Background: an optimization exercise with open tools, aiming at small area. Do not read the settings as production practice. The RTL was checked by simulation tests, not by an equivalence proof against the original design. Power and IR drop assume default switching activity.

## flow/flow/reabc.ys

```
# Re-map the plain gates of the netlist after polarity.py. Full and half
# adders and flip-flops are kept as they are (black boxes); everything else
# is flattened to gates and mapped again by ABC with ORFS's speed script.
read_liberty -ignore_miss_func @LIB@
read_verilog @IN@
hierarchy -top @TOP@
blackbox sky130_fd_sc_hd__fa_1 sky130_fd_sc_hd__ha_1 sky130_fd_sc_hd__edfxtp_1 sky130_fd_sc_hd__dfxtp_1 sky130_fd_sc_hd__conb_1
flatten
rename -hide w:_*_.*
opt_clean -purge
abc -script @FLOW@/scripts/abc_speed.script -liberty @LIB@ -dont_use sky130_fd_sc_hd__probe_p_8 -dont_use sky130_fd_sc_hd__probec_p_8 -dont_use sky130_fd_sc_hd__lpflow_bleeder_1 -dont_use sky130_fd_sc_hd__lpflow_clkbufkapwr_1 -dont_use sky130_fd_sc_hd__lpflow_clkbufkapwr_16 -dont_use sky130_fd_sc_hd__lpflow_clkbufkapwr_2 -dont_use sky130_fd_sc_hd__lpflow_clkbufkapwr_4 -dont_use sky130_fd_sc_hd__lpflow_clkbufkapwr_8 -dont_use sky130_fd_sc_hd__lpflow_clkinvkapwr_1 -dont_use sky130_fd_sc_hd__lpflow_clkinvkapwr_16 -dont_use sky130_fd_sc_hd__lpflow_clkinvkapwr_2 -dont_use sky130_fd_sc_hd__lpflow_clkinvkapwr_4 -dont_use sky130_fd_sc_hd__lpflow_clkinvkapwr_8 -dont_use sky130_fd_sc_hd__lpflow_decapkapwr_12 -dont_use sky130_fd_sc_hd__lpflow_decapkapwr_3 -dont_use sky130_fd_sc_hd__lpflow_decapkapwr_4 -dont_use sky130_fd_sc_hd__lpflow_decapkapwr_6 -dont_use sky130_fd_sc_hd__lpflow_decapkapwr_8 -dont_use sky130_fd_sc_hd__lpflow_inputiso0n_1 -dont_use sky130_fd_sc_hd__lpflow_inputiso0p_1 -dont_use sky130_fd_sc_hd__lpflow_inputiso1n_1 -dont_use sky130_fd_sc_hd__lpflow_inputiso1p_1 -dont_use sky130_fd_sc_hd__lpflow_inputisolatch_1 -dont_use sky130_fd_sc_hd__lpflow_isobufsrc_1 -dont_use sky130_fd_sc_hd__lpflow_isobufsrc_16 -dont_use sky130_fd_sc_hd__lpflow_isobufsrc_2 -dont_use sky130_fd_sc_hd__lpflow_isobufsrc_4 -dont_use sky130_fd_sc_hd__lpflow_isobufsrc_8 -dont_use sky130_fd_sc_hd__lpflow_isobufsrckapwr_16 -dont_use sky130_fd_sc_hd__lpflow_lsbuf_lh_hl_isowell_tap_1 -dont_use sky130_fd_sc_hd__lpflow_lsbuf_lh_hl_isowell_tap_2 
opt_clean -purge
setundef -zero
splitnets
insbuf -buf sky130_fd_sc_hd__buf_4 A X
hilomap -singleton -hicell sky130_fd_sc_hd__conb_1 HI -locell sky130_fd_sc_hd__conb_1 LO
opt_clean -purge
stat -top @TOP@ -liberty @LIB@
write_verilog -noattr -noexpr -selected @OUT@
```

## flow/flow/run.sh

```bash
#!/bin/bash
# Own layout flow: the standard ORFS flow (standard.sh) with
#  - the standard synthesis, followed by an inverter clean-up around the
#    full adders (polarity.py) and a new ABC mapping of the plain gates
#    around them (reabc.ys); registers and their cells are untouched,
#  - the smallest buffer (buf_1) on every input and output port,
#  - IO pins one track apart, so a smaller die fits all 2485 pins,
#  - clock tree: larger sink clusters and no dummy loads.
# If an attempt fails (routing congestion) or leaves antenna violations,
# the layout is redone from the floorplan on a larger die.
# Every tool's output goes to a log file in the work folder.
set -uo pipefail
RES=$PWD/orfs/results/sky130hd/column_processing_unit_top/base
cat > my_config.mk <<EOM
include $PWD/config.mk
export BUFFER_PORTS_ARGS = -buffer_cell sky130_fd_sc_hd__buf_1
export PLACE_PINS_ARGS = -min_distance 1 -min_distance_in_tracks
export CTS_ARGS = -sink_clustering_enable -repair_clock_nets -buf_list sky130_fd_sc_hd__clkbuf_16 -sink_clustering_size 26 -sink_clustering_max_diameter 90 -dont_use_dummy_load
EOM
sed "s#DESIGN_CONFIG=[^ ]*#DESIGN_CONFIG=$PWD/my_config.mk#" standard.sh > my_standard.sh
bash my_standard.sh $RES/1_2_yosys.v > flow_synth.log 2>&1 || exit 1
cp $RES/1_2_yosys.v 1_2_yosys_standard.v
python3 flow/polarity.py 1_2_yosys_standard.v 1_2_yosys_polarity.v > flow_polarity.log 2>&1 || exit 1
YOSYS=$FLOW_HOME/../tools/install/yosys/bin/yosys
[[ -x $YOSYS ]] || YOSYS=yosys
LIB=$FLOW_HOME/platforms/sky130hd/lib/sky130_fd_sc_hd__tt_025C_1v80.lib
sed -e "s#@LIB@#$LIB#g" -e "s#@IN@#$PWD/1_2_yosys_polarity.v#" -e "s#@OUT@#$PWD/1_2_yosys_reabc.v#" \
    -e "s#@TOP@#$FLOW_TOP#g" -e "s#@FLOW@#$FLOW_HOME#g" flow/reabc.ys > reabc_run.ys
$YOSYS -q -l flow_reabc.log reabc_run.ys > /dev/null 2>&1 || exit 1
cp 1_2_yosys_reabc.v $RES/1_2_yosys.v

cat > check_ant.tcl <<EOM
read_db $RES/6_final.odb
set n [check_antennas]
puts "ANTENNA_COUNT \$n"
EOM

k=0
for die in 760 860 960; do
  k=$((k+1))
  rm -f $RES/2_* $RES/3_* $RES/4_* $RES/5_* $RES/6_* out/final.def
  c=$((die-10))
  sed -e "s#'CORE_AREA=[^']*'#'CORE_AREA=10 10 $c $c'#" -e "s#'DIE_AREA=[^']*'#'DIE_AREA=0 0 $die $die'#" \
      my_standard.sh > my_standard_$k.sh
  if bash my_standard_$k.sh finish > flow_make_$k.log 2>&1 && [[ -f out/final.def ]]; then
    openroad -no_init -exit check_ant.tcl > flow_antenna_$k.log 2>&1
    n=$(sed -n 's/.*ANTENNA_COUNT \([0-9]*\).*/\1/p' flow_antenna_$k.log | tail -1)
    if [[ "$n" == "0" ]]; then
      exit 0
    fi
  fi
done
exit 1
```

## flow/design.v

```verilog
`timescale 1ns / 1ps
module thermo2binary_core (
    input  wire       clk,
    input  wire       ph_sign,
    input  wire       serial_in,
    input  wire       count_en,
    output reg  [4:0] count,
    output reg        sign_n    
);
    wire [4:0] c;
    wire [4:0] inc;
    assign c[0] = serial_in & count_en;
    genvar i;
    generate
        for (i = 0; i < 5; i = i + 1) begin : gen_inc
            assign inc[i] = count[i] ^ c[i];
            if (i < 4) begin : gen_c
                assign c[i+1] = count[i] & c[i];
            end
        end
    endgenerate
    always @(posedge clk) begin
        count <= ph_sign ? 5'd0 : inc;
        if (ph_sign) sign_n <= serial_in;   
    end
endmodule
`timescale 1ns / 1ps
module thermo2binary_array_wrapper (
    input  wire       clk,
    input  wire       reset,
    input  wire       clear,
    input  wire       start,
    output wire       ph_sign,
    output wire [2:0] cnt_en,
    output wire [2:0] sel,
    output wire [2:0] keep,
    output wire [2:0] xfer,
    output reg        valid,
    output reg        ready
);
    reg [5:0] ph;
    wire last = (ph == 6'd34);
    assign ph_sign = (ph == 6'd1);
    always @(posedge clk) begin
        if (reset)
            ph <= 6'd0;
        else if (ph == 6'd0)
            ph <= start ? 6'd1 : 6'd0;
        else if (last)
            ph <= 6'd0;
        else
            ph <= ph + 6'd1;
        valid <= !reset && last;
    end
    reg [3:0] cnt;
    reg       full_d;
    reg       valid_d, acc_d, keep_d;
    wire      full = cnt[3];
    wire      none = (cnt == 4'd0);
    wire      acc  = valid && !clear && !full;
    always @(posedge clk) begin
        if (clear)
            cnt <= 4'd0;
        else if (valid && !full)
            cnt <= cnt + 4'd1;
        full_d  <= !clear && full;
        ready   <= !clear && full_d;
        valid_d <= valid;
        acc_d   <= acc;
        keep_d  <= !none;
    end
    assign sel    = {valid_d, valid, !(valid || valid_d)};
    assign xfer   = {acc_d, acc, last && !reset && (clear || !full)};
    assign keep   = {valid_d && keep_d, valid && !none, !(valid || valid_d) && !clear && !none};
    assign cnt_en = {!(last || valid), !last, 1'b1};
endmodule
`timescale 1ns / 1ps
module column_adder #(
    parameter NU = 3
)(
    input  wire                 clk,
    input  wire [NU-1:0]        keep,
    input  wire [NU-1:0]        xfer,
    input  wire [4:0]           count,
    input  wire                 sign_n,    
    output wire [NU-1:0][14:0]  column_sum
);
    wire [NU-1:0][5:0] top;    
    reg  [5:0] a;
    integer k;
    always @(*) begin
        a = 6'd0;
        for (k = 0; k < NU; k = k + 1)
            a = a | (top[k] & {6{keep[k]}});
    end
    wire [5:0] cy;
    wire [6:0] h;
    wire       a5n = ~a[5];
    assign cy[0] = 1'b0;
    genvar i;
    generate
        for (i = 0; i < 5; i = i + 1) begin : gen_add
            assign h[i] = a[i] ^ count[i] ^ cy[i];
            assign cy[i+1] = (a[i] & count[i]) | (cy[i] & (a[i] ^ count[i]));
        end
        for (i = 0; i < NU; i = i + 1) begin : gen_reg
            reg [13:0] A;
            always @(posedge clk) begin
                if (xfer[i]) A <= {h, A[7:1]};
            end
            assign top[i] = A[13:8];
            assign column_sum[i] = {A[13], A};
        end
    endgenerate
    assign h[5] = a5n ^ sign_n ^ cy[5];
    assign h[6] = ~((a5n & sign_n) | (cy[5] & (a5n ^ sign_n)));
endmodule
`timescale 1ns / 1ps
module column_adder_array #(
    parameter NU = 3
)(
    input  wire                     clk,
    input  wire                     ph_sign,    
    input  wire [NU-1:0]            cnt_en,     
    input  wire [NU-1:0]            sel,        
    input  wire [NU-1:0]            keep,       
    input  wire [NU-1:0]            xfer,       
    input  wire [NU-1:0][7:0]       serial_in,
    output wire [NU-1:0][7:0][14:0] column_sum,
    output wire [NU-1:0][23:0]      final_vector_sum
);
    wire [NU-1:0][7:0][4:0] nu;
    wire [NU-1:0][7:0]      su;    
    reg [7:0][4:0] n;
    reg [7:0]      s;
    integer k;
    always @(*) begin
        n = 40'd0;
        s = 8'd0;
        for (k = 0; k < NU; k = k + 1) begin
            n = n | (nu[k] & {40{sel[k]}});
            s = s | (su[k] & {8{sel[k]}});
        end
    end
    wire [7:0][NU-1:0][14:0] cs;    
    genvar c, u;
    generate
        for (c = 0; c < 8; c = c + 1) begin : gen_lane
            for (u = 0; u < NU; u = u + 1) begin : gen_conv
                thermo2binary_core conv (
                    .clk(clk), .ph_sign(ph_sign), .serial_in(serial_in[u][c]),
                    .count_en(cnt_en[u]), .count(nu[u][c]), .sign_n(su[u][c])
                );
            end
            column_adder #(.NU(NU)) acc (
                .clk(clk), .keep(keep), .xfer(xfer),
                .count(n[c]), .sign_n(s[c]), .column_sum(cs[c])
            );
            for (u = 0; u < NU; u = u + 1) begin : gen_cs
                assign column_sum[u][c] = cs[c][u];
            end
        end
    endgenerate
    wire [NU-1:0][13:0] ftop;    
    reg  [13:0] ft;
    always @(*) begin
        ft = 14'd0;
        for (k = 0; k < NU; k = k + 1)
            ft = ft | (ftop[k] & {14{keep[k]}});
    end
    wire [4:0] n0 = n[0], n1 = n[1], n2 = n[2], n3 = n[3];
    wire [4:0] n4 = n[4], n5 = n[5], n6 = n[6], n7 = n[7];
    wire [14:0] hF;
  wire ts1;
  wire tc2;
  assign ts1 = ft[1] ^ n0[1] ^ n1[0];
  assign tc2 = (ft[1] & n0[1]) | (ft[1] & n1[0]) | (n0[1] & n1[0]);
  wire ts3;
  wire tc4;
  assign ts3 = ft[2] ^ n0[2] ^ n1[1];
  assign tc4 = (ft[2] & n0[2]) | (ft[2] & n1[1]) | (n0[2] & n1[1]);
  wire ts5;
  wire tc6;
  assign ts5 = ft[3] ^ n0[3] ^ n1[2];
  assign tc6 = (ft[3] & n0[3]) | (ft[3] & n1[2]) | (n0[3] & n1[2]);
  wire ts7;
  wire tc8;
  assign ts7 = ft[4] ^ n0[4] ^ n1[3];
  assign tc8 = (ft[4] & n0[4]) | (ft[4] & n1[3]) | (n0[4] & n1[3]);
  wire ts9;
  wire tc10;
  assign ts9 = n2[2] ^ n3[1] ^ n4[0];
  assign tc10 = (n2[2] & n3[1]) | (n2[2] & n4[0]) | (n3[1] & n4[0]);
  wire ts11;
  wire tc12;
  assign ts11 = ft[5] ^ s[0] ^ n1[4];
  assign tc12 = (ft[5] & s[0]) | (ft[5] & n1[4]) | (s[0] & n1[4]);
  wire ts13;
  wire tc14;
  assign ts13 = n2[3] ^ n3[2] ^ n4[1];
  assign tc14 = (n2[3] & n3[2]) | (n2[3] & n4[1]) | (n3[2] & n4[1]);
  wire ts15;
  wire tc16;
  assign ts15 = ft[6] ^ s[1] ^ n2[4];
  assign tc16 = (ft[6] & s[1]) | (ft[6] & n2[4]) | (s[1] & n2[4]);
  wire ts17;
  wire tc18;
  assign ts17 = n3[3] ^ n4[2] ^ n5[1];
  assign tc18 = (n3[3] & n4[2]) | (n3[3] & n5[1]) | (n4[2] & n5[1]);
  wire ts19;
  wire tc20;
  assign ts19 = ft[7] ^ s[2] ^ n3[4];
  assign tc20 = (ft[7] & s[2]) | (ft[7] & n3[4]) | (s[2] & n3[4]);
  wire ts21;
  wire tc22;
  assign ts21 = n4[3] ^ n5[2] ^ n6[1];
  assign tc22 = (n4[3] & n5[2]) | (n4[3] & n6[1]) | (n5[2] & n6[1]);
  wire ts23;
  wire tc24;
  assign ts23 = ft[8] ^ s[3] ^ n4[4];
  assign tc24 = (ft[8] & s[3]) | (ft[8] & n4[4]) | (s[3] & n4[4]);
  wire ts25;
  wire tc26;
  assign ts25 = n5[3] ^ n6[2] ^ n7[1];
  assign tc26 = (n5[3] & n6[2]) | (n5[3] & n7[1]) | (n6[2] & n7[1]);
  wire ts27;
  wire tc28;
  assign ts27 = ft[9] ^ s[4] ^ n5[4];
  assign tc28 = (ft[9] & s[4]) | (ft[9] & n5[4]) | (s[4] & n5[4]);
  wire ts29;
  wire tc30;
  assign ts29 = ft[10] ^ s[5] ^ n6[4];
  assign tc30 = (ft[10] & s[5]) | (ft[10] & n6[4]) | (s[5] & n6[4]);
  wire ts31;
  wire tc32;
  assign ts31 = ft[11] ^ s[6] ^ n7[4];
  assign tc32 = (ft[11] & s[6]) | (ft[11] & n7[4]) | (s[6] & n7[4]);
  wire ts33;
  wire tc34;
  assign ts33 = tc2 ^ ts3 ^ n2[0];
  assign tc34 = (tc2 & ts3) | (tc2 & n2[0]) | (ts3 & n2[0]);
  wire ts35;
  wire tc36;
  assign ts35 = tc4 ^ ts5 ^ n2[1];
  assign tc36 = (tc4 & ts5) | (tc4 & n2[1]) | (ts5 & n2[1]);
  wire ts37;
  wire tc38;
  assign ts37 = tc6 ^ ts7 ^ ts9;
  assign tc38 = (tc6 & ts7) | (tc6 & ts9) | (ts7 & ts9);
  wire ts39;
  wire tc40;
  assign ts39 = tc8 ^ tc10 ^ ts11;
  assign tc40 = (tc8 & tc10) | (tc8 & ts11) | (tc10 & ts11);
  wire ts41;
  wire tc42;
  assign ts41 = ts13 ^ n5[0] ^ 1'b1;
  assign tc42 = (ts13 & n5[0]) | (ts13 & 1'b1) | (n5[0] & 1'b1);
  wire ts43;
  wire tc44;
  assign ts43 = tc12 ^ tc14 ^ ts15;
  assign tc44 = (tc12 & tc14) | (tc12 & ts15) | (tc14 & ts15);
  wire ts45;
  wire tc46;
  assign ts45 = tc16 ^ tc18 ^ ts19;
  assign tc46 = (tc16 & tc18) | (tc16 & ts19) | (tc18 & ts19);
  wire ts47;
  wire tc48;
  assign ts47 = tc20 ^ tc22 ^ ts23;
  assign tc48 = (tc20 & tc22) | (tc20 & ts23) | (tc22 & ts23);
  wire ts49;
  wire tc50;
  assign ts49 = tc24 ^ tc26 ^ ts27;
  assign tc50 = (tc24 & tc26) | (tc24 & ts27) | (tc26 & ts27);
  wire ts51;
  wire tc52;
  assign ts51 = tc28 ^ ts29 ^ n7[3];
  assign tc52 = (tc28 & ts29) | (tc28 & n7[3]) | (ts29 & n7[3]);
  wire ts53;
  wire tc54;
  assign ts53 = tc32 ^ ft[12] ^ s[7];
  assign tc54 = (tc32 & ft[12]) | (tc32 & s[7]) | (ft[12] & s[7]);
  wire ts55;
  wire tc56;
  assign ts55 = tc34 ^ ts35 ^ n3[0];
  assign tc56 = (tc34 & ts35) | (tc34 & n3[0]) | (ts35 & n3[0]);
  wire ts57;
  wire tc58;
  assign ts57 = tc38 ^ ts39 ^ ts41;
  assign tc58 = (tc38 & ts39) | (tc38 & ts41) | (ts39 & ts41);
  wire ts59;
  wire tc60;
  assign ts59 = tc40 ^ tc42 ^ ts43;
  assign tc60 = (tc40 & tc42) | (tc40 & ts43) | (tc42 & ts43);
  wire ts61;
  wire tc62;
  assign ts61 = tc44 ^ ts45 ^ ts21;
  assign tc62 = (tc44 & ts45) | (tc44 & ts21) | (ts45 & ts21);
  wire ts63;
  wire tc64;
  assign ts63 = tc46 ^ ts47 ^ ts25;
  assign tc64 = (tc46 & ts47) | (tc46 & ts25) | (ts47 & ts25);
  wire ts65;
  wire tc66;
  assign ts65 = tc48 ^ ts49 ^ n6[3];
  assign tc66 = (tc48 & ts49) | (tc48 & n6[3]) | (ts49 & n6[3]);
  wire ts67;
  wire tc68;
  assign ts67 = tc52 ^ tc30 ^ ts31;
  assign tc68 = (tc52 & tc30) | (tc52 & ts31) | (tc30 & ts31);
  wire ts69;
  wire tc70;
  assign ts69 = tc56 ^ tc36 ^ ts37;
  assign tc70 = (tc56 & tc36) | (tc56 & ts37) | (tc36 & ts37);
  wire ts71;
  wire tc72;
  assign ts71 = tc58 ^ ts59 ^ ts17;
  assign tc72 = (tc58 & ts59) | (tc58 & ts17) | (ts59 & ts17);
  wire ts73;
  wire tc74;
  assign ts73 = tc60 ^ ts61 ^ n7[0];
  assign tc74 = (tc60 & ts61) | (tc60 & n7[0]) | (ts61 & n7[0]);
  wire ts75;
  wire tc76;
  assign ts75 = tc64 ^ ts65 ^ n7[2];
  assign tc76 = (tc64 & ts65) | (tc64 & n7[2]) | (ts65 & n7[2]);
  wire ts77;
  wire tc78;
  assign ts77 = tc66 ^ tc50 ^ ts51;
  assign tc78 = (tc66 & tc50) | (tc66 & ts51) | (tc50 & ts51);
  wire ts79;
  wire tc80;
  assign ts79 = tc74 ^ tc62 ^ ts63;
  assign tc80 = (tc74 & tc62) | (tc74 & ts63) | (tc62 & ts63);
  wire ts81;
  wire tc82;
  assign ts81 = ft[0] ^ n0[0];
  assign tc82 = ft[0] & n0[0];
  wire ts83;
  wire tc84;
  assign ts83 = ts1 ^ tc82;
  assign tc84 = ts1 & tc82;
  wire ts85;
  wire tc86;
  assign ts85 = ts33 ^ tc84;
  assign tc86 = ts33 & tc84;
  wire ts87;
  wire tc88;
  assign ts87 = ts55 ^ tc86;
  assign tc88 = ts55 & tc86;
  wire ts89;
  wire tc90;
  assign ts89 = ts69 ^ tc88;
  assign tc90 = ts69 & tc88;
  wire ts91;
  wire tc92;
  assign ts91 = tc70 ^ ts57 ^ tc90;
  assign tc92 = (tc70 & ts57) | (tc70 & tc90) | (ts57 & tc90);
  wire ts93;
  wire tc94;
  assign ts93 = ts71 ^ n6[0] ^ tc92;
  assign tc94 = (ts71 & n6[0]) | (ts71 & tc92) | (n6[0] & tc92);
  wire ts95;
  wire tc96;
  assign ts95 = tc72 ^ ts73 ^ tc94;
  assign tc96 = (tc72 & ts73) | (tc72 & tc94) | (ts73 & tc94);
  wire ts97;
  wire tc98;
  assign ts97 = ts79 ^ tc96;
  assign tc98 = ts79 & tc96;
  wire ts99;
  wire tc100;
  assign ts99 = tc80 ^ ts75 ^ tc98;
  assign tc100 = (tc80 & ts75) | (tc80 & tc98) | (ts75 & tc98);
  wire ts101;
  wire tc102;
  assign ts101 = tc76 ^ ts77 ^ tc100;
  assign tc102 = (tc76 & ts77) | (tc76 & tc100) | (ts77 & tc100);
  wire ts103;
  wire tc104;
  assign ts103 = tc78 ^ ts67 ^ tc102;
  assign tc104 = (tc78 & ts67) | (tc78 & tc102) | (ts67 & tc102);
  wire ts105;
  wire tc106;
  assign ts105 = tc68 ^ ts53 ^ tc104;
  assign tc106 = (tc68 & ts53) | (tc68 & tc104) | (ts53 & tc104);
  wire ts107;
  wire tc108;
  assign ts107 = tc54 ^ ~ft[13] ^ tc106;
  assign tc108 = (tc54 & ~ft[13]) | (tc54 & tc106) | (~ft[13] & tc106);
  wire ts109;
  assign ts109 = 1'b1 ^ tc108;
  assign hF[0] = ts81;
  assign hF[1] = ts83;
  assign hF[2] = ts85;
  assign hF[3] = ts87;
  assign hF[4] = ts89;
  assign hF[5] = ts91;
  assign hF[6] = ts93;
  assign hF[7] = ts95;
  assign hF[8] = ts97;
  assign hF[9] = ts99;
  assign hF[10] = ts101;
  assign hF[11] = ts103;
  assign hF[12] = ts105;
  assign hF[13] = ts107;
  assign hF[14] = ts109;
    generate
        for (u = 0; u < NU; u = u + 1) begin : gen_f
            reg [21:2] F;
            always @(posedge clk) begin
                if (xfer[u]) F <= {hF, F[7:3]};
            end
            assign ftop[u] = F[21:8];
            assign final_vector_sum[u] = {F[21], F[21], F,
                                          column_sum[u][0][1] ^ column_sum[u][1][0],
                                          column_sum[u][0][0]};
        end
    endgenerate
endmodule
`timescale 1ns / 1ps
module column_processing_unit_top #(
    parameter NUM_UNITS = 16,
    parameter NUM_COLUMNS = 8,
    parameter COLUMN_SUM_WIDTH = 15,
    parameter FINAL_VECTOR_SUM_WIDTH = 24
)(
    input  wire clk,
    input  wire reset,
    input  wire clear,
    input  wire global_accumulation_enable,
    input  wire start_conversion,
    input  wire [NUM_UNITS-1:0][NUM_COLUMNS-1:0] serial_thermo_in,
    output wire signed [NUM_UNITS-1:0][NUM_COLUMNS-1:0][COLUMN_SUM_WIDTH-1:0] column_sum,
    output wire signed [NUM_UNITS-1:0][FINAL_VECTOR_SUM_WIDTH-1:0] final_vector_sum,
    output wire [NUM_UNITS-1:0] conversion_valid,
    output wire [NUM_UNITS-1:0] column_sum_ready,
    output wire [NUM_UNITS-1:0] processing_complete
);
    wire ph_sign, valid, ready;
    wire [2:0] cnt_en, sel, keep, xfer;
    thermo2binary_array_wrapper ctrl (
        .clk(clk), .reset(reset), .clear(clear),
        .start(global_accumulation_enable && start_conversion),
        .ph_sign(ph_sign), .cnt_en(cnt_en), .sel(sel), .keep(keep), .xfer(xfer),
        .valid(valid), .ready(ready)
    );
    assign conversion_valid    = {NUM_UNITS{valid}};
    assign column_sum_ready    = {NUM_UNITS{ready}};
    assign processing_complete = {NUM_UNITS{ready}};
    genvar g;
    generate
        for (g = 0; g < 4; g = g + 1) begin : gen_trio
            column_adder_array #(.NU(3)) grp (
                .clk(clk), .ph_sign(ph_sign),
                .cnt_en(cnt_en), .sel(sel), .keep(keep), .xfer(xfer),
                .serial_in(serial_thermo_in[3*g+2 : 3*g]),
                .column_sum(column_sum[3*g+2 : 3*g]),
                .final_vector_sum(final_vector_sum[3*g+2 : 3*g])
            );
        end
        for (g = 0; g < 2; g = g + 1) begin : gen_pair
            column_adder_array #(.NU(2)) grp (
                .clk(clk), .ph_sign(ph_sign),
                .cnt_en(cnt_en[1:0]), .sel(sel[1:0]), .keep(keep[1:0]), .xfer(xfer[1:0]),
                .serial_in(serial_thermo_in[12+2*g+1 : 12+2*g]),
                .column_sum(column_sum[12+2*g+1 : 12+2*g]),
                .final_vector_sum(final_vector_sum[12+2*g+1 : 12+2*g])
            );
        end
    endgenerate
endmodule
```

## flow/constraint.sdc

```tcl
create_clock -name core_clock -period 10.0 [get_ports {clk}]
set_input_delay 2.0000 -clock core_clock [delete_from_list [all_inputs] [get_ports {clk}]]
set_output_delay 2.0000 -clock core_clock [all_outputs]
set_load 0.01 [all_outputs]
```

## flow/standard.sh

```bash
#!/bin/bash
# synth_recipe.tcl (not shown) runs the flow's synth.tcl, then flattens the netlist and writes it again
# the make line also repeats each setting of config.mk as NAME=value (left out here)
make -C /OpenROAD-flow-scripts/flow DESIGN_CONFIG=/design/flow/config.mk WORK_HOME=/design/flow/orfs CLKGATE_MAP_FILE= SYNTH_SCRIPT=/design/flow/synth_recipe.tcl "${@:-finish}"
```

## flow/config.mk

```make
export PLATFORM = sky130hd
export DESIGN_NAME = column_processing_unit_top
export DESIGN_NICKNAME = column_processing_unit_top
export VERILOG_FILES = /design/flow/design.v
export SDC_FILE = /design/flow/constraint.sdc
export NUM_CORES = 4
export LEC_CHECK = 0
export CAP_MARGIN = 20
export CORE_AREA = 10 10 750 750
export DIE_AREA = 0 0 760 760
export SLEW_MARGIN = 20
```

## flow/flow/polarity.py

```python
#!/usr/bin/env python3
"""Inverter clean-up for a flat Yosys gate netlist (sky130hd).

Yosys's extract_fa often builds a full adder on inverted inputs and then adds
inverters around it.  Since FA(~a,~b,~c) = (~SUM, ~COUT), a full adder may be
"flipped": all its inputs and both outputs change polarity.  This script picks
the flips that need the fewest inverters (greedy local search), then rewrites
the netlist.  Only inv_1 cells and fa_1 cells are touched; registers and every
other cell keep their names, types and connections (up to signal polarity
handled by inverters), so the logic is unchanged.

usage: polarity.py in.v out.v
"""
import os, re, sys
from collections import defaultdict

src = open(sys.argv[1]).read()
m = re.search(r'\bmodule\s+(\w+)', src)
mod_start = m.start()
endm = src.rindex('endmodule')
body = src[mod_start:endm]

# statements
stmts = []
for st in re.finditer(r'[^;]*;', body, re.S):
    stmts.append(st.group(0))

cell_re = re.compile(r'\s*(sky130_fd_sc_hd__\w+)\s+(\S+)\s*\((.*)\)\s*;\s*$', re.S)
pin_re = re.compile(r'\.(\w+)\(\s*([^()]*?)\s*\)')
OUTS = {'X', 'Y', 'Q', 'Q_N', 'SUM', 'COUT', 'HI', 'LO'}

cells = []     # (idx, type, name, [(pin, net)])
other = []
ports = set()
for i, s in enumerate(stmts):
    cm = cell_re.match(s)
    if cm:
        typ, name, pins = cm.groups()
        cells.append([i, typ, name, pin_re.findall(pins)])
    else:
        pm = re.match(r'\s*(input|output|inout)\s*(\[[^\]]*\])?\s*([^;]*);', s)
        if pm:
            rng = pm.group(2)
            for n in pm.group(3).split(','):
                n = n.strip()
                if rng:
                    hi, lo = map(int, rng[1:-1].split(':'))
                    for k in range(min(hi, lo), max(hi, lo) + 1):
                        ports.add('%s[%d]' % (n, k))
                else:
                    ports.add(n)
        if re.match(r'\s*assign\b', s):
            # nets in assigns are treated as fixed (ports-like)
            for n in re.findall(r'[\\\w][^\s=;,{}]*(?:\s*\[\d+\])?', s.split('assign', 1)[1]):
                ports.add(n.replace(' ', ''))

def norm(n):
    return n.replace(' ', '')

def is_inv(t):
    return re.match(r'sky130_fd_sc_hd__inv_1$', t) is not None

# drivers
driver = {}
for c in cells:
    for p, n in c[3]:
        if p in OUTS:
            driver[norm(n)] = (c, p)

# inverter classes: root(net) -> (root, parity)
inv_cells = [c for c in cells if is_inv(c[1])]
inv_in = {}
for c in inv_cells:
    d = dict(c[3])
    inv_in[norm(d['Y'])] = norm(d['A'])

def root(n):
    par = 0
    seen = 0
    while n in inv_in and seen < 100:
        n = inv_in[n]; par ^= 1; seen += 1
    return n, par

fa_cells = [c for c in cells if c[1] == 'sky130_fd_sc_hd__fa_1']
fa_id = {id(c): k for k, c in enumerate(fa_cells)}
flip = [0] * len(fa_cells)

# requirement list per root: (kind, ref, parity) kind 'fix' or ('fa', k)
req = defaultdict(list)
names_of = defaultdict(lambda: [set(), set()])   # root -> [names with parity 0, parity 1]
for c in cells:
    if is_inv(c[1]):
        continue
    for p, n in c[3]:
        if p in OUTS:
            continue
        n = norm(n)
        if n.startswith("1'b") or n.startswith("1'h"):
            continue
        r, par = root(n)
        names_of[r][par].add(n)
        if c[1] == 'sky130_fd_sc_hd__fa_1':
            req[r].append((fa_id[id(c)], par))
        else:
            req[r].append((None, par))
for n in ports:
    if n in inv_in or n in driver:
        r, par = root(n)
        names_of[r][par].add(n)
        req[r].append((None, par))
for y in inv_in:
    r, par = root(y)
    names_of[r][par].add(y)

# root provider: FA output or fixed
prov = {}
SOFT = os.environ.get('POLARITY_SOFT', '0') == '1'
soft = set()
for r in list(req.keys()):
    d = driver.get(r)
    if d and d[0][1] == 'sky130_fd_sc_hd__fa_1':
        prov[r] = fa_id[id(d[0])]
    else:
        prov[r] = None
        # a plain single-output gate can be remapped to give either polarity
        if SOFT and d and r not in ports and not re.search(r'(fa|ha|df|edf|sdf|dl|conb)', d[0][1].replace('sky130_fd_sc_hd__', '')) and d[1] in ('X', 'Y'):
            soft.add(r)

fa_roots = defaultdict(set)
for r, lst in req.items():
    for k, par in lst:
        if k is not None:
            fa_roots[k].add(r)
    if prov[r] is not None:
        fa_roots[prov[r]].add(r)

def cost(r):
    if r in soft:
        need = set()
        for k, par in req[r]:
            need.add(par ^ (flip[k] if k is not None else 0))
        return max(0, len(need) - 1)
    has = prov[r]
    provided = flip[has] if has is not None else 0
    need = set()
    for k, par in req[r]:
        need.add(par ^ (flip[k] if k is not None else 0))
    return len(need - {provided})

before = sum(cost(r) for r in req)
improved = True
it = 0
while improved and it < 50:
    improved = False; it += 1
    for k in range(len(fa_cells)):
        rs = fa_roots[k]
        c0 = sum(cost(r) for r in rs)
        flip[k] ^= 1
        c1 = sum(cost(r) for r in rs)
        if c1 < c0:
            improved = True
        else:
            flip[k] ^= 1
after = sum(cost(r) for r in req)
sys.stderr.write("polarity: inverters %d -> %d (%d flips, %d inv cells before)\n" %
                 (before, after, sum(flip), len(inv_cells)))

# rewrite
new_inv = []
cnt = [0]
def netname(r, par):
    s = sorted(names_of[r][par])
    for n in s:
        if n in ports:
            return n
    if s:
        return s[0]
    if par == 0:
        return r
    cnt[0] += 1
    n = '_pol%d_' % cnt[0]
    names_of[r][par].add(n)
    return n

decl = []
conn = {}   # (root, par) -> physical net name
for r in req:
    has = prov[r]
    provided = flip[has] if has is not None else 0
    need = set()
    for k, par in req[r]:
        need.add(par ^ (flip[k] if k is not None else 0))
    # port names must exist with their polarity
    for par in (0, 1):
        if any(n in ports for n in names_of[r][par]):
            need.add(par)
    pn = netname(r, provided)
    conn[(r, provided)] = pn
    for par in need - {provided}:
        on = netname(r, par)
        conn[(r, par)] = on
        new_inv.append((pn, on))
    # extra names of the same polarity that are ports must be aliased
    for par in (0, 1):
        if (r, par) in conn:
            for n in names_of[r][par]:
                if n in ports and n != conn[(r, par)]:
                    new_inv.append(('ALIAS', conn[(r, par)], n))

def fmt(n):
    return n if n.startswith('\\') is False else n + ' '

out_stmts = list(stmts)
drop = set(c[0] for c in inv_cells)
for c in cells:
    if is_inv(c[1]):
        continue
    isfa = c[1] == 'sky130_fd_sc_hd__fa_1'
    f = flip[fa_id[id(c)]] if isfa else 0
    newpins = []
    for p, n in c[3]:
        n0 = norm(n)
        if n0.startswith("1'b") or n0.startswith("1'h"):
            newpins.append((p, n)); continue
        if p in OUTS:
            if n0 in req:
                newpins.append((p, conn[(n0, f)] if isfa else conn.get((n0, 0), n0)))
            else:
                newpins.append((p, n0))
        else:
            r, par = root(n0)
            newpins.append((p, conn[(r, par ^ f)]))
    txt = '  %s %s (\n%s\n  );' % (c[1], c[2], ',\n'.join('    .%s(%s)' % (p, fmt(n)) for p, n in newpins))
    out_stmts[c[0]] = txt
for i in drop:
    out_stmts[i] = ''
extra = []
declared = set(re.findall(r'wire\s+(?:\[[^\]]*\]\s*)?([^;\s]+(?: )?)\s*;', body))
k = 0
for item in new_inv:
    if item[0] == 'ALIAS':
        extra.append('  sky130_fd_sc_hd__buf_1 _polbuf%d_ (\n    .A(%s),\n    .X(%s)\n  );' % (k, fmt(item[1]), fmt(item[2])))
    else:
        a, y = item
        extra.append('  sky130_fd_sc_hd__inv_1 _polinv%d_ (\n    .A(%s),\n    .Y(%s)\n  );' % (k, fmt(a), fmt(y)))
    k += 1
for par_names in names_of.values():
    for s in par_names:
        for n in s:
            if n.startswith('_pol'):
                extra.insert(0, '  wire %s;' % n)
res = src[:mod_start] + ''.join(out_stmts) + '\n' + '\n'.join(extra) + '\n' + src[endm:]
open(sys.argv[2], 'w').write(res)
```

==> results of run 1 <==
flip-flops by register name, indices dropped and copies added (netlist names):
| register | flops |
|---|---|
| gen_trio.grp.gen_lane.gen_conv.conv.sign_n | 96 |
| ctrl.valid_d | 1 |
| ctrl.ph | 6 |
| ctrl.full_d | 1 |
| gen_trio.grp.gen_lane.acc.gen.A | 1344 |
| ctrl.ready | 1 |
| ctrl.acc_d | 1 |
| gen_pair.grp.gen_lane.gen_conv.conv.count | 160 |
| gen_pair.grp.gen_f.F | 80 |
| gen_pair.grp.gen_lane.acc.gen.A | 448 |
| gen_trio.grp.gen_f.F | 240 |
| ctrl.keep_d | 1 |
| gen_pair.grp.gen_lane.gen_conv.conv.sign_n | 32 |
| ctrl.cnt | 4 |
| gen_trio.grp.gen_lane.gen_conv.conv.count | 480 |
| ctrl.valid | 1 |
worst max-delay path by stage:
stage | startpoint | endpoint | slack, ps | cells past startpoint
after CTS | ctrl.valid$_DFF_P_ | gen_trio[0].grp.gen_f[1].F[20]$_DFFE_PP_ | 1610 | 22
after global routing | ctrl.valid$_DFF_P_ | gen_trio[0].grp.gen_f[2].F[20]$_DFFE_PP_ | 1330 | 22
after floorplan | clear | gen_pair[0].grp.gen_f[0].F[10]$_DFFE_PP_ | -12320 | 2
after detailed placement | clear | gen_pair[0].grp.gen_f[0].F[20]$_DFFE_PP_ | 600 | 19
after global placement | clear | gen_pair[0].grp.gen_f[0].F[20]$_DFFE_PP_ | 640 | 19
final | clear | gen_pair[0].grp.gen_f[1].F[20]$_DFFE_PP_ | 1610 | 19
where the power goes:
group          total (mW)  internal, mW  switching (mW)
combinational        8.89          3.51            5.38
sequential           16.2          15.6           0.597
clock                6.72          2.87            3.85
total                31.8          22.0            9.82
metal layers:
metal / wire length (µm) / share of wire (%)
met5: 347 / 0.071
met4: 44600 / 9.1
met3: 47000 / 9.6
met2: 209000 / 43
met1: 189000 / 39
per-stage QoR:
step / utilization (%) / area [µm²] / power, mW / instances / setup slack (ps)
finish: 25.4 / 138000 / 31.8 / 16652 / 1610
global route: 25.4 / 138000 / 34.0 / 16623 / 1330
CTS: 25.4 / 138000 / 32.2 / 16603 / 1610
detailed placement: 24.6 / 134000 / 25.4 / 16442 / 604
global placement: 24.6 / 134000 / 25.2 / 16442 / 644
floorplan: - / 117000 / 22.0 / 7046 / -12320
cells in the final DEF, fill, tap and decap left out, types with 2 or more instances in the layout:
cell and instances:
diode_2 49, and3_1 248, nor3b_4 2, o21ai_0 2, buf_12 25, xnor2_1 130
a22o_1 166, nand2_1 349, clkbuf_16 161, fa_1 522, a21oi_1 23, buf_1 2482
xor2_1 19, and2_0 684, a221oi_1 44, nor2_1 134, nor2b_1 51, a22oi_1 246
buf_4 70, or3_1 2, nand3_1 2, inv_1 277, a221o_1 204, a21oi_2 2
dfxtp_4 4, edfxtp_1 2240, mux2i_1 2, nor2b_4 2, dfxtp_1 652, nor3_1 3
ha_1 608
layout make-up:
type                       instances  area (µm²)  share of cell area, %
timing repair buffer            2577       10300                   7.47
clock buffer                     161        4030                   2.91
antenna                           49         123                 0.0886
tap                             7234        9050                   6.54
sequential                      2896       80400                   58.1
inverter                         278        1050                  0.759
multi-input combinational       3457       33500                   24.2
==> impl_metrics.toml, run 1 <==
[timing]
fmax_mhz = 119
worstMarginPinSlew_ps = 1090
setup_viol = 0
rsz0062_at_grt = "no"
slew_viol_final = 0
min_period_ps = 8390
tns_ps = 0
hold_violations = 0
fin_skew_ps = 180
hold_slack_ps = 376
timing.final.crit_share_pct = 83.9
slew_headroom_pct = 27.1

[setup_path]
required_ps = 10690
rr_worst_depth = 22
cp_common_cell = "fa_1"
reg2reg_slack_ps = 1710
rr_startpoint = "ctrl.valid$_DFF_P_"
arrival_ps = 9080
cp_slowest_cell = "fa_1"
r2r_end = "gen_trio[0].grp.gen_f[1].F[20]$_DFFE_PP_"
crit_path_end_kind = "register"
critPathLaunchType = "input port"
crit_path_cell_trace = "buf_1, nor4_4, buf_12, a22oi_1, fa_1, fa_1, fa_1, fa_1, inv_1, ha_1, fa_1, fa_1, fa_1, ha_1, fa_1, fa_1, fa_1, fa_1, fa_1"
crit_fanout = 20
cpLargestDelayFamily = "adder cells"
critical_path_class = "input port to register"
max_stage_delay_ps = 570
path_buf_inv = 3

[global_route]
grt_pass1_vias = 72323
grtUsageTotal_pct = 16.2
grt_busiest_layer = "met2"
gr-total-overflow = 0
grtUsageMet1_pct = 19.5
grt_max_degree = 161
grt_pass1_wl_um = 648000
met3_usage_pct = 5.12
antenna_found_initial = 107
met2_usage_pct = 24.0

[floorplan]
ioPinCount = 2485
rows = 271
coreArea_mm2 = 0.545
die_w_um = 760
start_util_pct = 21.5
die_area_mm2 = 0.578
die_height_um = 760

[routing]
first_pass_iters = 6
drcViolationCount = 0
wl_per_cell_um = 29.4
vias_per_cell = 4.29
first_iter_violations = 7253
vias = 71383
drtAntennaViolNets = 0
routed_wl_um = 490000

[clock_network]
cts_setup_buffers = 0
clock-sinks = 2896
clk_transition_reported_paths_ps = 110
htreeDepth = 4
hold_buffers = 0
cts_root_buf = "clkbuf_16"
cts_resized = 0
cts_tree = "done"
cts_buffers = 161
clk_latency_ps = 940
cts_buffer_depth = 4

[placed_design]
dp_hpwl_um = 390000
portBuffers = 2484
place_congestion = 0.922

[power]
p_leak_nw = 49.4
ir_drop_mv = 0.226
power_density_mw_per_mm2 = 230

[job]
drv_cap = 0

[worst_hold_path]
holdPathStages = 0
min_path_type = "register to register"
hold_end = "gen_trio[1].grp.gen_lane[3].acc.gen_reg[2].A[5]$_DFFE_PP_"
worstHoldStart = "gen_trio[1].grp.gen_lane[3].acc.gen_reg[2].A[6]$_DFFE_PP_"

[finish]
drive_gt1_share_pct = 2.92
nNetsFinal = 10634
area_delta_synth_final_pct = 18.0
fillers = 56413

[synthesis]
syn_area_per_cell_um2 = 16.7
yosys_warnings = 6
syn-num-nets = 8309
synthCells = 7046
syn_area_mm2 = 0.117

[status]
status = "timing/DRC/antenna clean"
==> inputs of run 2 (changes only) <==
--- a/flow/flow/run.sh
+++ b/flow/flow/run.sh
@@ -17,3 +17,3 @@
 export PLACE_PINS_ARGS = -min_distance 1 -min_distance_in_tracks
-export CTS_ARGS = -sink_clustering_enable -repair_clock_nets -buf_list sky130_fd_sc_hd__clkbuf_16 -sink_clustering_size 26 -sink_clustering_max_diameter 90 -dont_use_dummy_load
+export CTS_ARGS = -sink_clustering_enable -repair_clock_nets -buf_list {sky130_fd_sc_hd__clkbuf_8 sky130_fd_sc_hd__clkbuf_16} -sink_clustering_size 22 -sink_clustering_max_diameter 80 -dont_use_dummy_load
 EOM
==> run 2 against run 1 <==
- critical path depth unchanged
- clock skew decreased by 22 ps
- critical endpoint unchanged
- power increased by 2.1%
- register-to-register slack improved by 130 ps
- synthesized cell count unchanged
- first-iteration DRC count decreased by 6.6%
==> impl_metrics.toml, run 2 <==
[setup_path]
critPathLaunchType = "input port"
crit_fanout = 20
required_ps = 10680
critical_path_class = "input port to register"
crit_path_end_kind = "register"
arrival_ps = 9080

[timing]
hold_slack_ps = 407
tns_ps = 0
slew_viol_final = 0
setup_viol = 0
slew_headroom_pct = 22.1
fmax_mhz = 119
fin_skew_ps = 158
min_period_ps = 8400
hold_violations = 0
worstMarginPinSlew_ps = 1170
rsz0062_at_grt = "no"
timing.final.crit_share_pct = 84.0

[synthesis]
yosys_warnings = 6
syn-num-nets = 8309
syn_area_mm2 = 0.117
syn_area_per_cell_um2 = 16.7
synthCells = 7046

[global_route]
grt_max_degree = 161
grt_pass1_wl_um = 649000
gr-total-overflow = 0
antenna_found_initial = 107
grt_pass1_vias = 72628
grtUsageTotal_pct = 16.2

[finish]
largest_reg_flops = 1344
drive_gt1_share_pct = 3.29
stdcell_count = 16694
final_cell_mix = "buf_1, edfxtp_1, and2_0"
area_delta_synth_final_pct = 18.7
fin_area_mm2 = 0.139
largest_registers = "gen_trio.grp.gen_lane.acc.gen.A x1344, gen_trio.grp.gen_lane.gen_conv.conv.count x480, gen_pair.grp.gen_lane.acc.gen.A x448"
final_common_cell = "buf_1"
top_register = "gen_trio.grp.gen_lane.acc.gen.A"
nNetsFinal = 10669
fin_util_pct = 25.6

[clock_network]
cts_buffers = 195
clk_latency_ps = 940
cts_resized = 0
cts_buffer_depth = 4
cts_setup_buffers = 0
hold_buffers = 0
cts_root_buf = "clkbuf_16"
clock-sinks = 2896
cts_tree = "done"
clk_transition_reported_paths_ps = 90
htreeDepth = 4

[floorplan]
die_area_mm2 = 0.578
die_w_um = 760
coreArea_mm2 = 0.545
ioPinCount = 2485
start_util_pct = 21.5
rows = 271
die_height_um = 760

[power]
pwr-share-seq_pct = 49.9
switchingPower_mw = 9.92
p_leak_nw = 49.8
power_density_mw_per_mm2 = 233
combPwrFrac_pct = 27.3
power.internal_mw = 22.5
power_frac_clock_pct = 22.8
ir_drop_mv = 0.236
switching_share_pct = 30.6

[routing]
wl_per_cell_um = 29.4
first_pass_iters = 5
drcViolationCount = 0
drtAntennaViolNets = 0
first_iter_violations = 6773
vias = 71369
vias_per_cell = 4.28
routed_wl_um = 491000

[placed_design]
dpl-instance-area_mm2 = 0.134
dp_hpwl_um = 390000
dpl.cell_count = 16442
place_congestion = 0.922
portBuffers = 2484

[status]
status = "timing/DRC/antenna clean"

[worst_hold_path]
min_path_type = "register to register"

[job]
drv_cap = 0
[run 2: final cells by class]
class	instances	area [µm²]
tap	7234	9050
sequential	2896	80400
inverter	278	1050
clock buffer	195	4880
antenna	56	140
timing repair buffer	2578	10300
fill	56305	406000
multi-input combinational	3457	33500
[run 2: worst max-delay path, cell delays in order]
cell and delay, ps:
buf_1 130, nor4_4 370, buf_12 230, a22oi_1 120
fa_1 570, fa_1 440, fa_1 420, fa_1 490
inv_1 40, ha_1 190, fa_1 480, fa_1 470
fa_1 450, ha_1 240, fa_1 460, fa_1 500
fa_1 480, fa_1 460, fa_1 500
[run 2: path summary, 6_finish.rpt]
kind                                                                  start                                                         to  slack, ps  cells past startpoint
setup / recovery                                                      clear                   gen_pair[0].grp.gen_f[1].F[20]$_DFFE_PP_       1600                     19
hold / removal    gen_trio[0].grp.gen_lane[3].acc.gen_reg[0].A[6]$_DFFE_PP_  gen_trio[0].grp.gen_lane[3].acc.gen_reg[0].A[5]$_DFFE_PP_        410                      0
setup reg to reg                                   ctrl.cnt[0]$_SDFFE_PP0P_                   gen_pair[0].grp.gen_f[1].F[20]$_DFFE_PP_       1840                     20
hold reg to reg   gen_trio[0].grp.gen_lane[3].acc.gen_reg[0].A[6]$_DFFE_PP_  gen_trio[0].grp.gen_lane[3].acc.gen_reg[0].A[5]$_DFFE_PP_        410                      0
[run 2: power groups by stage]
stage | combinational [mW] | sequential (mW) | clock, mW
final | 8.86 | 16.2 | 7.40
after global routing | 10.3 | 16.3 | 8.02
after CTS | 9.08 | 16.2 | 7.63
after detailed placement | 8.96 | 16.5 | 0
after global placement | 8.75 | 16.4 | 0
after floorplan | 5.67 | 16.3 | 0
[run 2: stage by stage]
step,worst slack [ps],total power [mW]
2_1_floorplan,-12320,22.0
3_3_place_gp,644,25.2
3_5_place_dp,604,25.4
4_1_cts,1700,32.9
5_1_grt,1410,34.7
6_report,1600,32.5
[run 2: routing by layer]
metal	GRT usage (%)	routed length, µm	up-vias
met5	0.352	299	-
met4	12.0	44000	30
met3	5.27	47500	1278
met2	24.1	210000	3911
met1	19.5	189000	35982
li1	-	-	30168

-- separate check: timing with driven ports --
No port has a modelled driver above. Below, the same layouts with a new extraction and two added sets of constraints. Step 1 assumes that a clkbuf_16 drives the clock port and a buf_2 every other input. Step 2 also shifts input and output timing later by t, the mid clock arrival at the registers, as if the neighbouring blocks saw the same clock. a / b / c = ideal ports / drivers / drivers and shift; a / b = the first two.
| run | t (ns) | setup slack, ns | hold slack, ns | worst setup path after step 2 | worst register clock-pin slew, ns |
|---|---|---|---|---|---|
| run 1 | 0.948 | 1.613 / 1.590 / 0.642 | 0.376 / 0.376 / 0.376 | input to register | 0.11 / 0.11 |
| run 2 | 0.957 | 1.601 / 1.572 / 0.615 | 0.407 / 0.407 / 0.407 | input to register | 0.10 / 0.10 |
After both steps setup and hold are still met in every run listed. The setup slack of run 2, which loses most, moves by -0.029 ns with the drivers and by -0.986 ns with both steps.
